What follows belongs to an exercise in optimizing a design on an open flow for small area and a short achievable clock period; a production flow would make more cautious choices.
Function was checked by simulation only, so behaviour that the tests miss may differ from the original.
No activity file was given, so power comes from the tool's default toggle rates.

--- flow/flow/run.sh ---
#!/bin/bash
# Own layout flow: the standard ORFS flow (standard.sh's make command and
# synthesis, unchanged), with these changes after synthesis:
#  - timing repair aims at a setup slack margin of $MARGIN ns,
#  - port buffers are buf_2 cells (ORFS's default pick is a delay cell),
#  - clock tree: clkbuf_8 buffers, larger sink clusters, no dummy loads.
# ORFS writes each tool's log under orfs/logs/; make's output goes to
# make_*.log in this folder.
set -euo pipefail
MARGIN=5
MAKELINE=$(grep '^make ' standard.sh | sed 's/"\${@:-finish}"//')
run_make() { eval "$MAKELINE"' "$@"'; }
run_make synth > make_synth.log 2>&1
run_make "SETUP_SLACK_MARGIN=$MARGIN" \
  "BUFFER_PORTS_ARGS=-buffer_cell sky130_fd_sc_hd__buf_2" \
  "CTS_ARGS=-sink_clustering_enable -repair_clock_nets -dont_use_dummy_load -buf_list sky130_fd_sc_hd__clkbuf_8 -sink_clustering_size 30 -sink_clustering_max_diameter 100" \
  finish > make_finish.log 2>&1
# everything is built: this only writes out/final.def from the final layout
bash standard.sh finish > make_def.log 2>&1
--- flow/standard.sh ---
#!/bin/bash
# synth_recipe.tcl (not shown) runs the flow's synth.tcl, then flattens the netlist and writes it again
# the make line also repeats each setting of config.mk as NAME=value (left out here)
make -C /OpenROAD-flow-scripts/flow DESIGN_CONFIG=/design/flow/config.mk WORK_HOME=/design/flow/orfs CLKGATE_MAP_FILE= SYNTH_SCRIPT=/design/flow/synth_recipe.tcl "${@:-finish}"
--- flow/config.mk ---
export PLATFORM = sky130hd
export DESIGN_NAME = FIR
export DESIGN_NICKNAME = FIR
export VERILOG_FILES = /design/flow/design.v
export SDC_FILE = /design/flow/constraint.sdc
export NUM_CORES = 4
export LEC_CHECK = 0
export CAP_MARGIN = 0
export CORE_MARGIN = 2
export CORE_UTILIZATION = 40
export SETUP_SLACK_MARGIN = 5
export SLEW_MARGIN = 0
export SYNTH_HIERARCHICAL = 1
export SYNTH_MINIMUM_KEEP_SIZE = 0
--- flow/constraint.sdc ---
create_clock -name core_clock -period 12.0 [get_ports {clk}]
set_input_delay 2.4000 -clock core_clock [delete_from_list [all_inputs] [get_ports {clk}]]
set_output_delay 2.4000 -clock core_clock [all_outputs]
set_load 0.01 [all_outputs]
--- flow/design.v ---
module FIR(Dout,
           Din,
           clk,
           reset);
    output  [17:0]  Dout;
    input   [7:0]   Din;
    input           clk, reset;
    reg [7:0]  x1, x2n, x3, x4n, x5, x6n, x7;
    reg [15:0] S;
    wire       rn;       
    rinv ur (reset, rn);
    wire s1, c2;
    fa u2 (x2n[0], x4n[0], 1'b1, s1, c2);
    wire s3, c4;
    fa u4 (x2n[1], x4n[1], c2, s3, c4);
    wire s5, c6;
    fa u6 (x2n[2], x4n[2], c4, s5, c6);
    wire s7, c8;
    fa u8 (x2n[3], x4n[3], c6, s7, c8);
    wire s9, c10;
    fa u10 (x2n[4], x4n[4], c8, s9, c10);
    wire s11, c12;
    fa u12 (x2n[5], x4n[5], c10, s11, c12);
    wire s13, c14;
    fa u14 (x2n[6], x4n[6], c12, s13, c14);
    wire s15, c16;
    fa u16 (x2n[7], x4n[7], c14, s15, c16);
    wire n17 = ~x6n[0];
    wire n18 = ~x6n[1];
    wire n19 = ~x6n[2];
    wire n20 = ~x6n[3];
    wire n21 = ~x6n[4];
    wire n22 = ~x6n[5];
    wire n23 = ~x6n[6];
    wire n24 = ~x6n[7];
    wire n25 = ~s1;
    wire n26 = ~s3;
    wire n27 = ~s5;
    wire n28 = ~s7;
    wire n29 = ~s9;
    wire n30 = ~s11;
    wire n31 = ~s13;
    wire n32 = ~s15;
    wire n33 = ~c16;
    wire n34 = ~x7[0];
    wire n35 = ~x7[1];
    wire n36 = ~x7[2];
    wire n37 = ~x7[3];
    wire n38 = ~x7[4];
    wire n39 = ~x7[5];
    wire n40 = ~x7[6];
    wire n41 = ~x7[7];
    wire s42, c43;
    fa u43 (n17, n34, Din[0], s42, c43);
    wire s44, c45;
    fa u45 (n18, n35, s1, s44, c45);
    wire s46, c47;
    fa u47 (s44, Din[1], c43, s46, c47);
    wire s48, c49;
    fa u49 (x3[0], n19, n36, s48, c49);
    wire s50, c51;
    fa u51 (s48, s3, c45, s50, c51);
    wire s52, c53;
    fa u53 (s50, Din[2], c47, s52, c53);
    wire n54 = ~s52;
    wire s55, c56;
    fa u56 (x3[1], x7[0], n20, s55, c56);
    wire s57, c58;
    fa u58 (n37, c49, s55, s57, c58);
    wire s59, c60;
    fa u60 (s57, s5, c51, s59, c60);
    wire s61, c62;
    fa u62 (s59, Din[3], c53, s61, c62);
    wire s63, c64;
    ha u64 (s52, s61, s63, c64);
    wire s65, c66;
    fa u66 (x3[0], x3[2], x7[1], s65, c66);
    wire s67, c68;
    fa u68 (n17, n21, n38, s67, c68);
    wire s69, c70;
    fa u70 (c56, s65, n25, s69, c70);
    wire s71, c72;
    fa u72 (s67, c58, s69, s71, c72);
    wire s73, c74;
    fa u74 (s71, s7, c60, s73, c74);
    wire s75, c76;
    fa u76 (Din[0], Din[4], s73, s75, c76);
    wire s77, c78;
    fa u78 (s75, c62, c64, s77, c78);
    wire s79, c80;
    fa u80 (x1[0], x5[0], x3[0], s79, c80);
    wire s81, c82;
    fa u82 (x3[1], x3[3], x7[2], s81, c82);
    wire s83, c84;
    fa u84 (n18, n22, n39, s83, c84);
    wire s85, c86;
    fa u86 (c66, c68, s79, s85, c86);
    wire s87, c88;
    fa u88 (s81, n25, s83, s87, c88);
    wire s89, c90;
    fa u90 (n26, c70, s85, s89, c90);
    wire s91, c92;
    fa u92 (s87, c72, s89, s91, c92);
    wire s93, c94;
    fa u94 (Din[1], Din[5], s91, s93, c94);
    wire s95, c96;
    fa u96 (s9, c74, s93, s95, c96);
    wire s97, c98;
    fa u98 (c76, s95, c78, s97, c98);
    wire s99, c100;
    fa u100 (x1[1], x5[1], x3[1], s99, c100);
    wire s101, c102;
    fa u102 (x3[2], x3[4], x7[3], s101, c102);
    wire s103, c104;
    fa u104 (n19, n23, n40, s103, c104);
    wire s105, c106;
    fa u106 (c80, c82, c84, s105, c106);
    wire s107, c108;
    fa u108 (s99, s101, s103, s107, c108);
    wire s109, c110;
    fa u110 (c86, n26, c88, s109, c110);
    wire s111, c112;
    fa u112 (s105, s107, n27, s111, c112);
    wire s113, c114;
    fa u114 (c90, s109, s111, s113, c114);
    wire s115, c116;
    fa u116 (Din[2], Din[6], c92, s115, c116);
    wire s117, c118;
    fa u118 (s113, c94, s115, s117, c118);
    wire s119, c120;
    fa u120 (s11, c96, s117, s119, c120);
    wire s121, c122;
    ha u122 (s119, c98, s121, c122);
    wire s123, c124;
    fa u124 (x1[2], x5[2], x3[2], s123, c124);
    wire s125, c126;
    fa u126 (x3[3], x3[5], x7[4], s125, c126);
    wire s127, c128;
    fa u128 (n20, n24, n41, s127, c128);
    wire s129, c130;
    fa u130 (c100, c102, c104, s129, c130);
    wire s131, c132;
    fa u132 (s123, s125, s127, s131, c132);
    wire s133, c134;
    fa u134 (c106, c108, s129, s133, c134);
    wire s135, c136;
    fa u136 (s131, n27, c110, s135, c136);
    wire s137, c138;
    fa u138 (s133, n28, c112, s137, c138);
    wire s139, c140;
    fa u140 (Din[3], Din[7], s135, s139, c140);
    wire s141, c142;
    fa u142 (c114, s137, c116, s141, c142);
    wire s143, c144;
    fa u144 (s139, c118, s141, s143, c144);
    wire s145, c146;
    fa u146 (s13, c120, s143, s145, c146);
    wire s147, c148;
    ha u148 (s145, c122, s147, c148);
    wire s149, c150;
    fa u150 (x1[3], x5[3], x3[3], s149, c150);
    wire s151, c152;
    fa u152 (x3[4], x3[6], x7[5], s151, c152);
    wire s153, c154;
    fa u154 (n21, c124, c126, s153, c154);
    wire s155, c156;
    fa u156 (c128, s149, s151, s155, c156);
    wire s157, c158;
    fa u158 (c130, s153, c132, s157, c158);
    wire s159, c160;
    fa u160 (s155, c134, s157, s159, c160);
    wire s161, c162;
    fa u162 (n28, c136, Din[4], s161, c162);
    wire s163, c164;
    fa u164 (s159, n29, c138, s163, c164);
    wire s165, c166;
    fa u166 (c140, s161, s163, s165, c166);
    wire s167, c168;
    fa u168 (c142, s165, c144, s167, c168);
    wire s169, c170;
    fa u170 (s15, s167, c146, s169, c170);
    wire s171, c172;
    ha u172 (s169, c148, s171, c172);
    wire s173, c174;
    fa u174 (x1[4], x5[4], x3[4], s173, c174);
    wire s175, c176;
    fa u176 (x3[5], x3[7], x7[6], s175, c176);
    wire s177, c178;
    fa u178 (n22, c150, c152, s177, c178);
    wire s179, c180;
    fa u180 (s173, s175, c154, s179, c180);
    wire s181, c182;
    fa u182 (c156, s177, s179, s181, c182);
    wire s183, c184;
    fa u184 (c158, s181, Din[5], s183, c184);
    wire s185, c186;
    fa u186 (c160, n29, c162, s185, c186);
    wire s187, c188;
    fa u188 (s183, n30, c164, s187, c188);
    wire s189, c190;
    fa u190 (s185, c166, s187, s189, c190);
    wire s191, c192;
    fa u192 (c16, s189, c168, s191, c192);
    wire s193, c194;
    fa u194 (s191, c170, c172, s193, c194);
    wire n195 = ~s193;
    wire s196, c197;
    fa u197 (x1[5], x5[5], x3[5], s196, c197);
    wire s198, c199;
    fa u199 (x3[6], x7[7], n23, s198, c199);
    wire s200, c201;
    fa u201 (c174, c176, s196, s200, c201);
    wire s202, c203;
    fa u203 (s198, c178, s200, s202, c203);
    wire s204, c205;
    fa u205 (c180, s202, c182, s204, c205);
    wire s206, c207;
    fa u207 (Din[6], s204, c184, s206, c207);
    wire s208, c209;
    fa u209 (n30, c186, s206, s208, c209);
    wire s210, c211;
    fa u211 (n31, c188, s208, s210, c211);
    wire s212, c213;
    fa u213 (c190, s210, c192, s212, c213);
    wire s214, c215;
    fa u215 (s212, c194, s193, s214, c215);
    wire s216, c217;
    fa u217 (x1[6], x5[6], x3[6], s216, c217);
    wire s218, c219;
    fa u219 (x3[7], n24, c197, s218, c219);
    wire s220, c221;
    fa u221 (c199, s216, c201, s220, c221);
    wire s222, c223;
    fa u223 (s218, c203, s220, s222, c223);
    wire s224, c225;
    fa u225 (Din[7], s222, c205, s224, c225);
    wire s226, c227;
    fa u227 (s224, c207, n31, s226, c227);
    wire s228, c229;
    fa u229 (c209, n32, s226, s228, c229);
    wire s230, c231;
    fa u231 (c211, s228, c213, s230, c231);
    wire w232 = ~(s230 ^ c215);
    wire w233 = s230 | c215;
    wire s234, c235;
    fa u235 (x1[7], x5[7], x3[7], s234, c235);
    wire s236, c237;
    fa u237 (c217, s234, c219, s236, c237);
    wire s238, c239;
    fa u239 (c221, s236, c223, s238, c239);
    wire s240, c241;
    fa u241 (s238, c225, n33, s240, c241);
    wire s242, c243;
    fa u243 (n32, c227, s240, s242, c243);
    wire s244, c245;
    fa u245 (c229, s242, c231, s244, c245);
    wire w246 = ~(s244 ^ w233);
    wire w247 = s244 | w233;
    wire s248, c249;
    fa u249 (c235, c237, c239, s248, c249);
    wire s250, c251;
    fa u251 (s248, n33, c241, s250, c251);
    wire s252, c253;
    fa u253 (c243, s250, c245, s252, c253);
    wire w254 = ~(s252 ^ w247);
    wire w255 = s252 | w247;
    wire s256, c257;
    fa u257 (c249, c251, c253, s256, c257);
    wire w258 = ~(s256 ^ w255);
    wire w259 = s256 | w255;
    wire w260 = ~(c257 ^ w259);
    wire w261 = c257 | w259;
    wire [15:0] S_next = {w260, w258, w254, w246, w232, s214, n195, s171, s147, s121, s97, s77, s63, n54, s46, s42};
    always @(posedge clk) begin
        x1  <= Din & {8{rn}};
        x2n <= ~(x1 & {8{rn}});
        x3  <= ~(x2n | {8{reset}});
        x4n <= ~(x3 & {8{rn}});
        x5  <= ~(x4n | {8{reset}});
        x6n <= ~(x5 & {8{rn}});
        x7  <= ~(x6n | {8{reset}});
    end
    always @(posedge clk) begin
        if (reset) begin
            S  <= 16'hFF01;
        end else begin
            S  <= S_next;
        end
    end
    wire [15:0] y;
    outadd ua (S, Din, 1'b0, y);
    assign Dout = {2'b00, y};
endmodule
module outadd(input [15:0] s, input [7:0] d, input [0:0] k, output [15:0] y);
    wire o_w1 = ~d[0];
    wire o_w2 = ~d[1];
    wire o_w3 = ~d[2];
    wire o_w4 = ~d[3];
    wire o_w5 = ~d[4];
    wire o_w6 = ~d[5];
    wire o_w7 = ~d[6];
    wire o_w8 = ~d[7];
    wire o_s9, o_c10;
    fa o_u10 (s[3], d[0], o_w4, o_s9, o_c10);
    wire o_s11, o_c12;
    fa o_u12 (s[4], d[1], o_w5, o_s11, o_c12);
    wire o_s13, o_c14;
    fa o_u14 (s[5], d[2], o_w6, o_s13, o_c14);
    wire o_s15, o_c16;
    fa o_u16 (s[6], d[3], o_w7, o_s15, o_c16);
    wire o_s17, o_c18;
    fa o_u18 (s[7], d[4], o_w8, o_s17, o_c18);
    wire o_s19, o_c20;
    ha o_u20 (s[8], d[5], o_s19, o_c20);
    wire o_s21, o_c22;
    ha o_u22 (s[9], d[6], o_s21, o_c22);
    wire o_s23, o_c24;
    ha o_u24 (s[10], d[7], o_s23, o_c24);
    wire o_s25, o_c26;
    ha o_u26 (s[0], o_w1, o_s25, o_c26);
    wire o_s27, o_c28;
    ha o_u28 (s[1], o_w2, o_s27, o_c28);
    wire o_s29, o_c30;
    ha o_u30 (s[2], o_w3, o_s29, o_c30);
    wire o_s31, o_c32;
    ha o_u32 (o_s11, o_c10, o_s31, o_c32);
    wire o_s33, o_c34;
    ha o_u34 (o_s13, o_c12, o_s33, o_c34);
    wire o_s35, o_c36;
    ha o_u36 (o_s15, o_c14, o_s35, o_c36);
    wire o_s37, o_c38;
    ha o_u38 (o_s17, o_c16, o_s37, o_c38);
    wire o_s39, o_c40;
    ha o_u40 (o_s19, o_c18, o_s39, o_c40);
    wire o_s41, o_c42;
    ha o_u42 (o_s21, o_c20, o_s41, o_c42);
    wire o_s43, o_c44;
    ha o_u44 (o_s23, o_c22, o_s43, o_c44);
    wire o_s45, o_c46;
    ha o_u46 (s[11], o_c24, o_s45, o_c46);
    wire o_w47 = o_c28 | (o_s27 & o_c26);
    wire o_w48 = o_s27 & o_s25;
    wire o_w49 = (o_s9 & o_c30);
    wire o_w50 = o_s9 & o_s29;
    wire o_w51 = o_c34 | (o_s33 & o_c32);
    wire o_w52 = o_s33 & o_s31;
    wire o_w53 = o_c38 | (o_s37 & o_c36);
    wire o_w54 = o_s37 & o_s35;
    wire o_w55 = o_c42 | (o_s41 & o_c40);
    wire o_w56 = o_s41 & o_s39;
    wire o_w57 = o_c46 | (o_s45 & o_c44);
    wire o_w58 = o_s45 & o_s43;
    wire o_w59 = s[13] & s[12];
    wire o_w60 = s[15] & s[14];
    wire o_w61 = o_c30 | (o_s29 & o_w47);
    wire o_w62 = o_s29 & o_w48;
    wire o_w63 = o_w49 | (o_w50 & o_w47);
    wire o_w64 = o_w50 & o_w48;
    wire o_w65 = o_c36 | (o_s35 & o_w51);
    wire o_w66 = o_s35 & o_w52;
    wire o_w67 = o_w53 | (o_w54 & o_w51);
    wire o_w68 = o_w54 & o_w52;
    wire o_w69 = o_c44 | (o_s43 & o_w55);
    wire o_w70 = o_s43 & o_w56;
    wire o_w71 = o_w57 | (o_w58 & o_w55);
    wire o_w72 = o_w58 & o_w56;
    wire o_w73 = s[14] & o_w59;
    wire o_w74 = o_w60 & o_w59;
    wire o_w75 = o_c32 | (o_s31 & o_w63);
    wire o_w76 = o_s31 & o_w64;
    wire o_w77 = o_w51 | (o_w52 & o_w63);
    wire o_w78 = o_w52 & o_w64;
    wire o_w79 = o_w65 | (o_w66 & o_w63);
    wire o_w80 = o_w66 & o_w64;
    wire o_w81 = o_w67 | (o_w68 & o_w63);
    wire o_w82 = o_w68 & o_w64;
    wire o_w83 = (s[12] & o_w71);
    wire o_w84 = s[12] & o_w72;
    wire o_w85 = (o_w59 & o_w71);
    wire o_w86 = o_w59 & o_w72;
    wire o_w87 = (o_w73 & o_w71);
    wire o_w88 = o_w73 & o_w72;
    wire o_w89 = (o_w74 & o_w71);
    wire o_w90 = o_w74 & o_w72;
    wire o_w91 = o_c40 | (o_s39 & o_w81);
    wire o_w92 = o_s39 & o_w82;
    wire o_w93 = o_w55 | (o_w56 & o_w81);
    wire o_w94 = o_w56 & o_w82;
    wire o_w95 = o_w69 | (o_w70 & o_w81);
    wire o_w96 = o_w70 & o_w82;
    wire o_w97 = o_w71 | (o_w72 & o_w81);
    wire o_w98 = o_w72 & o_w82;
    wire o_w99 = o_w83 | (o_w84 & o_w81);
    wire o_w100 = o_w84 & o_w82;
    wire o_w101 = o_w85 | (o_w86 & o_w81);
    wire o_w102 = o_w86 & o_w82;
    wire o_w103 = o_w87 | (o_w88 & o_w81);
    wire o_w104 = o_w88 & o_w82;
    wire o_w105 = o_w89 | (o_w90 & o_w81);
    wire o_w106 = o_w90 & o_w82;
    wire o_w107 = o_s27 ^ o_c26;
    wire o_w108 = o_s29 ^ o_w47;
    wire o_w109 = o_s9 ^ o_w61;
    wire o_w110 = o_s31 ^ o_w63;
    wire o_w111 = o_s33 ^ o_w75;
    wire o_w112 = o_s35 ^ o_w77;
    wire o_w113 = o_s37 ^ o_w79;
    wire o_w114 = o_s39 ^ o_w81;
    wire o_w115 = o_s41 ^ o_w91;
    wire o_w116 = o_s43 ^ o_w93;
    wire o_w117 = o_s45 ^ o_w95;
    wire o_w118 = s[12] ^ o_w97;
    wire o_w119 = s[13] ^ o_w99;
    wire o_w120 = s[14] ^ o_w101;
    wire o_w121 = s[15] ^ o_w103;
    assign y = {o_w121, o_w120, o_w119, o_w118, o_w117, o_w116, o_w115, o_w114, o_w113, o_w112, o_w111, o_w110, o_w109, o_w108, o_w107, o_s25};
endmodule
module rinv(input r, output rn);
    assign rn = ~r;
endmodule
module fa(input a, input b, input c, output s, output co);
    assign s = a ^ b ^ c;
    assign co = (a & b) | (a & c) | (b & c);
endmodule
module ha(input a, input b, output s, output co);
    assign s = a ^ b;
    assign co = a & b;
endmodule
==> reports/results.env, run 1 <==
TOP_LEVEL_PORTS=28
FINALHOLDVIOLATIONS=0
WIRE_PER_INST_UM=14.71
SYNTH_ENABLE_FLOP_CELLS=0
GRT_MAX_DEGREE=42
CP_SLOWEST_STAGE_DELAY_PS=580
STD_CELL_ROWS=40
MULTI_INPUT_AREA_UM2=3440
CELL_CHOSEN_FOR_THE_CLOCK_ROOT='sky130_fd_sc_hd__clkbuf_8'
FMAX_MHz=143.1
IRDROPWORSTVDD_mV=0.1384
CRITPATHMAXFANOUT=5
POST-SYNTH-TOP-COUNT-CELL='sky130_fd_sc_hd__fa_1'
MIN_FROM='x6n[2]'
SYN_INST=396
GRT_PASS1_WL_UM=14500
CRIT_PATH_END_KIND='output port'
GR_USAGE_TOTAL_PCT=14.70
DRTPASS1ITERATIONS=4
CLKSLEWWORSTSETUPHOLDPATHS_PS=70
SLEW_VIOL_FINAL=0
NETSWITCHINGFRACTION_PCT=38.81
SYNTH_TOP_AREA_SHARE_PCT=45.02
CELL_INTERNAL_PWR_mW=0.7889
CLOCKPOWERSHARE_PCT=10.9
TIMING.CRITICAL_PATH.BUF_INV=3
POWER.NET_SWITCHING_mW=0.5003
FLOORPLAN.DIE_AREA_UM2=13470
REGISTER_AREA_UM2=1441
CRITICAL_PATH_ARRIVAL_PS=4590
YS.FLOP_TYPE='sky130_fd_sc_hd__dfxtp_1'
FLOW.AREA_GROWTH_FROM_SYNTHESIS_PCT=12.33
TRITONCTS.NUM_BUFFERS=9
YS_WARN_COUNT=7
YOSYSTOPAREACELL='sky130_fd_sc_hd__fa_1'
CRIT_PATH_CLASS='in -> out'
DRC=0
CPMAXSTAGEDELAYCELL='sky130_fd_sc_hd__fa_1'
FIRST_GLOBAL_VIAS=2989
R2R_CELLS=18
SYN_AREA_UM2=5025
FIN_TOTAL_PWR_mW=1.289
HPWLAFTERDP_UM=7118
SLACK_OF_THE_WORST_REG_TO_REG_PATH_PS=5140
SETUP_VIOL=0
VIASPERCELL=4.611
DRIVE_GT1_SHARE_PCT=22.09
TOTALWIRELENGTH_UM=8662
ANTENNA-DIODE-COUNT=0
SEQ_POWER_SHARE_PCT=22.2
VIAS=2716
NETLIST_TOP_CELLS_AREA='sky130_fd_sc_hd__fa_1 (45%), sky130_fd_sc_hd__dfxtp_1 (29%), sky130_fd_sc_hd__ha_1 (6.5%), sky130_fd_sc_hd__inv_1 (3.1%), sky130_fd_sc_hd__buf_4 (2.7%)'
RR_STARTPOINT='x3[0]'
POSTSYNTH.ASYNCRESETSHARE_PCT=0
DRT_FIRST_ITER_VIOLATIONS=46
POWERDENSITY_nW_PER_UM2=228.4
CLOCK_SKEW_PS=23.60
GRT_ANTENNA_BEFORE_REPAIR=0
FINISH.NET_COUNT=572
GRT_REMAINING_OVERFLOW=0
SYNTH_SEQ_AREA_SHARE_PCT=28.69
FLOORPLAN.INITIALDENSITY_PCT=41.32
CRIT-REG2REG-CAPTURE='S[15]'
CTSHTREEMAXLEVEL=3
CTS_TREE='yes'
IO_BUFFERS=25
FINALHOLDWORSTSLACK_PS=405.8
NETLIST_TOP_CELLS_COUNT='sky130_fd_sc_hd__fa_1 (113), sky130_fd_sc_hd__dfxtp_1 (72), sky130_fd_sc_hd__inv_1 (42), sky130_fd_sc_hd__nor2_1 (31)'
CELL_REPEATED_MOST_ALONG_THE_WORST_PATH='sky130_fd_sc_hd__nor2_2'
ANT_NETS=0
FIN_CRIT_PS=6990
TOP_CELL_FAMILY_BY_DELAY_ON_THE_CRITICAL_PATH='adder cells'
CLOCK_SINK_COUNT=72
YOSYS_REGISTER_BITS=72
DPL.CELL_COUNT=567
CP_DATA_REQUIRED_TIME_PS=9600
CRITPATHLAUNCHTYPE='input port'
WORST_HOLD_PATH.NUM_CELLS=1
CLOCK_INSERTION_DELAY_WORST_SKEW_PS=350
LEAKAGEPOWER_nW=2.486
FINAL.SETUP.TNS_PS=0
CHIPWIDTH_UM=116.1
SYNTH.AVG_CELL_AREA_UM2=12.69
DIE_H_UM=116.1
RSZ0062_AT_GRT='true'
FINAL.PERIOD_UTILIZATION_PCT=58.25
CHAIN_OF_CELLS_FORMING_THE_CRITICAL_PATH='buf_12, inv_4, fa_1, ha_4, a211oi_2, nor2_2, a21boi_4, a21oi_2, o21bai_1, ha_2, nor2_2, xnor2_1, buf_2'
DRV_CAP=0
HOLD_PATH_CLASS='reg -> reg'
CORE_AREA_UM2=12160
SYNTH_CELL_TYPES=30
STATUS='timing/DRC/antenna clean'
FILLCELLCOUNT=1134
CLOCK_TREE.BUFFER_DEPTH=2
POWER.COMBINATIONAL.FRACTION_PCT=66.9
HOLD_END='x7[2]'
GP_CONGESTION=0.8593
FINAL_CELL_COUNT_NO_FILL=589
-- layout make-up --
cell class              instances  area share [%]
repair buffers                 40           4.766
inverters                      42           2.838
clock buffers                   9           2.195
flip-flops and latches         72           25.54
well taps                     168           3.724
multi-input cells             258           60.94
-- state kept, by name, indices dropped and copies added (netlist names) --
signal	flops
x6n	8
x7	8
x4n	8
x5	8
x3	8
S	16
x2n	8
x1	8
-- cell usage in the layout, fill, tap and decap left out, drive strengths merged, types with 2 or more instances in the layout --
cell type,count
nor2,32
ha,26
a211oi,2
xnor2,10
a21oi,6
and2,8
xor2,2
nand2,26
o21bai,2
a21o,2
a211o,3
conb,3
a21boi,2
nor2b,6
inv,42
dfxtp,72
or2,4
clkbuf,11
nand2b,6
fa,113
buf,38
-- logic make-up (layout without fill, tap and decap cells) --
| group | Yosys count | count (layout) | share of synthesized area, % |
|---|---|---|---|
| fa+ha+maj | 139 | 139 | 51.49 |
| simple gates | 85 | 85 | 7.919 |
| flops | 72 | 72 | 28.69 |
| buf+inv | 67 | 91 | 6.524 |
| compound gates | 19 | 19 | 3.137 |
| xor+xnor | 12 | 12 | 2.092 |
| other cells | 2 | 3 | 0.1495 |
-- per-module statistics from Yosys, one instance, submodules excluded --
module | times used | cell area [um^2] | cells inside
fa | 113 | 20.02 | 1
ha | 18 | 12.51 | 1
outadd | 1 | 535.5 | 74
FIR | 1 | 1998 | 190
rinv | 1 | 3.754 | 1
-- power by group through the flow --
stage	clock (mW)	combinational, mW	sequential, mW
floorplan	0	0.588	0.288
global placement	0	0.672	0.291
detailed placement	0	0.675	0.291
CTS	0.148	0.700	0.286
global route	0.157	1.00	0.289
finish	0.141	0.862	0.286
-- what timing repair did --
item                                   CTS  global route
gates resized for setup                 16            32
endpoints found under the hold margin    0             0
hold buffers                             0             0
setup buffers                            7             6
pin swaps                               13            24
setup endpoints to repair                4             6
-- per-stage QoR --
stage                     worst slack, ps  instance area (um^2)  utilization [%]
after floorplan                      5001                  5044                -
after global placement               4719                  5224            42.95
after detailed placement             4669                  5224            42.95
after CTS                            5010                  5449            44.80
after global routing                 4865                  5644            46.41
final                                5010                  5644            46.41
-- worst max-delay path by stage --
| stage | to | slack (ps) | cells after the start | from |
|---|---|---|---|---|
| floorplan | S[15] | 5000 | 19 | Din[0] |
| global placement | S[15] | 4720 | 20 | Din[0] |
| detailed placement | S[15] | 4670 | 20 | Din[0] |
| CTS | Dout[9] | 5010 | 13 | Din[4] |
| global route | Dout[9] | 4860 | 13 | Din[4] |
| finish | Dout[9] | 5010 | 13 | Din[4] |
-- per-layer routing --
layer / global-route usage (%) / vias to the layer above / wire [um]
li1: - / 1231 / -
met1: 19.20 / 1441 / 3935
met2: 24.17 / 36 / 4401
met3: 4.079 / 8 / 219
met4: 4.286 / 0 / 105
met5: 0 / - / 0
==> run 2, diff against run 1 <==
--- a/flow/config.mk
+++ b/flow/config.mk
@@ -5,10 +5,10 @@
 export SDC_FILE = /design/flow/constraint.sdc
 export NUM_CORES = 4
 export LEC_CHECK = 0
-export CAP_MARGIN = 0
+export CAP_MARGIN = 20
 export CORE_MARGIN = 2
 export CORE_UTILIZATION = 40
 export SETUP_SLACK_MARGIN = 5
-export SLEW_MARGIN = 0
+export SLEW_MARGIN = 20
 export SYNTH_HIERARCHICAL = 1
 export SYNTH_MINIMUM_KEEP_SIZE = 0
==> run 2 against run 1 <==
Compared with the run above: still clean; global-route usage is the same; sequential power barely moved; fmax is the same; final cell count is the same; die area unchanged; via count unchanged.
==> reports/results.env, run 2 <==
STATUS='timing/DRC/antenna clean'
DRTPASS1ITERATIONS=4
YOSYSTOPAREACELL='sky130_fd_sc_hd__fa_1'
POWERDENSITY_nW_PER_UM2=228.4
SETUP_VIOL=0
YOSYS_REGISTER_BITS=72
FILLCELLCOUNT=1134
DRV_CAP=0
IO_BUFFERS=25
DIE_H_UM=116.1
FINALHOLDWORSTSLACK_PS=405.8
LAYOUT.CELL_AREA.NON_FILLER_UM2=5644
GRT_REMAINING_OVERFLOW=0
NETLIST_TOP_CELLS_COUNT='sky130_fd_sc_hd__fa_1 (113), sky130_fd_sc_hd__dfxtp_1 (72), sky130_fd_sc_hd__inv_1 (42), sky130_fd_sc_hd__nor2_1 (31)'
RR_STARTPOINT='x3[0]'
GRT_PASS1_WL_UM=14500
CHIPWIDTH_UM=116.1
FMAX_MHz=143.1
LEAKAGEPOWER_nW=2.486
IRDROPWORSTVDD_mV=0.1384
TOP_LEVEL_PORTS=28
CRIT_PATH_END_KIND='output port'
CELL_REPEATED_MOST_ALONG_THE_WORST_PATH='sky130_fd_sc_hd__nor2_2'
CRIT_CELLS=13
YS_WARN_COUNT=7
HOLD_PATH_CLASS='reg -> reg'
ANT_NETS=0
FLOORPLAN.DIE_AREA_UM2=13470
FLOORPLAN.INITIALDENSITY_PCT=41.32
CLOCK_SKEW_PS=23.60
SYNTH_SEQ_AREA_SHARE_PCT=28.69
GRT_ANTENNA_BEFORE_REPAIR=0
CLOCK_TREE.BUFFER_DEPTH=2
SYNTH_CELL_TYPES=30
SYNTH_ENABLE_FLOP_CELLS=0
GP_CONGESTION=0.8593
LARGEST_REGISTER_FF_COUNT=16
TRITONCTS.NUM_BUFFERS=9
FIN_CRIT_PS=6990
CRITICAL_PATH_ARRIVAL_PS=4590
PLACED_CELL_AREA_UM2=5224
POST-PLACE-WS_PS=4669
CP_SLOWEST_STAGE_DELAY_PS=580
SYNTH.AVG_CELL_AREA_UM2=12.69
WIRE_PER_INST_UM=14.71
POST-ROUTE-UTIL_PCT=46.41
TOTALWIRELENGTH_UM=8662
VIAS=2716
CELL_CHOSEN_FOR_THE_CLOCK_ROOT='sky130_fd_sc_hd__clkbuf_8'
LAYOUT_COMMONEST_CELL='sky130_fd_sc_hd__fa_1'
DRC=0
HOLD_END='x7[2]'
CTS_TREE='yes'
SLEW_VIOL_FINAL=0
CRIT_PATH_CLASS='in -> out'
STD_CELL_ROWS=40
CRITPATHMAXFANOUT=5
R2R_CELLS=18
SLACK_OF_THE_WORST_REG_TO_REG_PATH_PS=5140
WORST_HOLD_PATH.NUM_CELLS=1
FINALWORSTSETUPSLACK_PS=5010
CRITPATHLAUNCHTYPE='input port'
FINAL.SETUP.TNS_PS=0
SYNTH_TOP_AREA_SHARE_PCT=45.02
SYN_AREA_UM2=5025
POST-SYNTH-TOP-COUNT-CELL='sky130_fd_sc_hd__fa_1'
LARGEST_REGISTER='S'
CORE_AREA_UM2=12160
DRT_FIRST_ITER_VIOLATIONS=46
FINAL.PERIOD_UTILIZATION_PCT=58.25
GRT_MAX_DEGREE=42
CPMAXSTAGEDELAYCELL='sky130_fd_sc_hd__fa_1'
LAYOUT_COMMON_CELLS='sky130_fd_sc_hd__fa_1 (96), sky130_fd_sc_hd__dfxtp_1 (72), sky130_fd_sc_hd__inv_1 (39)'
NETLIST_TOP_CELLS_AREA='sky130_fd_sc_hd__fa_1 (45%), sky130_fd_sc_hd__dfxtp_1 (29%), sky130_fd_sc_hd__ha_1 (6.5%), sky130_fd_sc_hd__inv_1 (3.1%), sky130_fd_sc_hd__buf_4 (2.7%)'
CLKSLEWWORSTSETUPHOLDPATHS_PS=70
SYN_INST=396
POSTSYNTH.ASYNCRESETSHARE_PCT=0
CLOCK_INSERTION_DELAY_WORST_SKEW_PS=350
TIMING.CRITICAL_PATH.BUF_INV=3
FLOW.AREA_GROWTH_FROM_SYNTHESIS_PCT=12.33
CRIT_PATH_START='Din[4]'
HPWLAFTERDP_UM=7118
CTSHTREEMAXLEVEL=3
FINISH.NET_COUNT=572
YS.FLOP_TYPE='sky130_fd_sc_hd__dfxtp_1'
CRIT-REG2REG-CAPTURE='S[15]'
CP_DATA_REQUIRED_TIME_PS=9600
MIN_FROM='x6n[2]'
TOP_CELL_FAMILY_BY_DELAY_ON_THE_CRITICAL_PATH='adder cells'
RSZ0062_AT_GRT='true'
CHAIN_OF_CELLS_FORMING_THE_CRITICAL_PATH='buf_12, inv_4, fa_1, ha_4, a211oi_2, nor2_2, a21boi_4, a21oi_2, o21bai_1, ha_2, nor2_2, xnor2_1, buf_2'
DRIVE_GT1_SHARE_PCT=22.09
GR_USAGE_TOTAL_PCT=14.70
FIRST_GLOBAL_VIAS=2989
CLOCK_SINK_COUNT=72
VIASPERCELL=4.611
FINALHOLDVIOLATIONS=0
ANTENNA-DIODE-COUNT=0
## run 2: cells by family after synthesis
family,count (synthesis),share of synthesized area [%]
AOI/OAI and AO/OA,19,3.137
xor gates and xnor gates,12,2.092
adders and majority gates,139,51.49
buffers and inverters,67,6.524
DFF,72,28.69
other,2,0.1495
and+or+nand+nor,85,7.919
## run 2: worst max-delay path by stage
stage | to | slack, ps
after floorplan | S[15] | 5000
after global placement | S[15] | 4720
after detailed placement | S[15] | 4670
after CTS | Dout[9] | 5010
after global routing | Dout[9] | 4860
final | Dout[9] | 5010
## run 2: final cells by class
type | count | area, um^2 | share of cell area [%]
multi-input combinational | 258 | 3440 | 60.94
sequential | 72 | 1441 | 25.54
timing repair buffer | 40 | 269.0 | 4.766
tap | 168 | 210.2 | 3.724
inverter | 42 | 160.2 | 2.838
clock buffer | 9 | 123.9 | 2.195
## run 2: metal layers
| metal | routed length, um | track usage [%] |
|---|---|---|
| met5 | 0 | 0 |
| met4 | 105 | 4.286 |
| met3 | 219 | 4.079 |
| met2 | 4401 | 24.17 |
| met1 | 3935 | 19.20 |
## run 2: stage by stage
step	std cells	power, mW
after floorplan	397	0.8761
after global placement	567	0.9629
after detailed placement	567	0.9661
after CTS	583	1.135
after global routing	589	1.450
final	589	1.289
## run 2: report_power, final
part	leakage [nW]	total, mW	switching [mW]	internal (mW)
clock	0.0647	0.141	0.0745	0.0666
combinational	1.83	0.862	0.411	0.451
sequential	0.591	0.286	0.0150	0.271
total	2.49	1.29	0.500	0.789
## run 2: worst reg2reg max path, delay by kind of cell (launching register included)
| family | cells | cell delay (ps) |
|---|---|---|
| fa+ha+maj | 15 | 6000 |
| simple gates | 1 | 70 |
| xor+xnor | 1 | 150 |
| flops | 1 | 460 |
| buf+inv | 1 | 60 |
## run 2: per-module statistics from Yosys (local to each module, per instance)
| module | cells inside | copies in the design | cell area (um^2) | flip-flops and latches |
|---|---|---|---|---|
| FIR | 190 | 1 | 1998 | 72 |
| outadd | 74 | 1 | 535.5 | 0 |
| ha | 1 | 18 | 12.51 | 0 |
| rinv | 1 | 1 | 3.754 | 0 |
| fa | 1 | 113 | 20.02 | 0 |
## run 2: timing repair
action | CTS | global route
gates resized for setup | 16 | 32
pin swaps | 13 | 24
hold buffers | 0 | 0
setup buffers | 7 | 6
endpoints found under the setup margin | 4 | 6
hold endpoints to repair | 0 | 0
cloned | 0 | 0

what the ideal ports hide:
Ports are ideal in the flow. The routed layouts listed here were re-timed in OpenROAD. Step 1 sets driving cells, clkbuf_16 on the clock port and buf_2 on the other inputs (assumed; they add their load-dependent delay and slew). Step 2 times the ports against the registers' clock, not the clock port: input delays grow and output delays shrink by t, the midpoint of the rising clock arrivals with the driver on. a / b / c = ideal / step 1 / step 2; a / b = the first two.
run	shift t [ns]	setup WS [ns]	clock arrival spread, ns	worst register clock-pin slew, ns	cell pins on the clock port's net
run 1	0.372	5.010 / 4.950 / 4.662	0.023 / 0.023	0.07 / 0.07	1
run 2	0.372	5.010 / 4.950 / 4.662	0.023 / 0.023	0.07 / 0.07	1
After both steps every run listed still meets setup and hold.
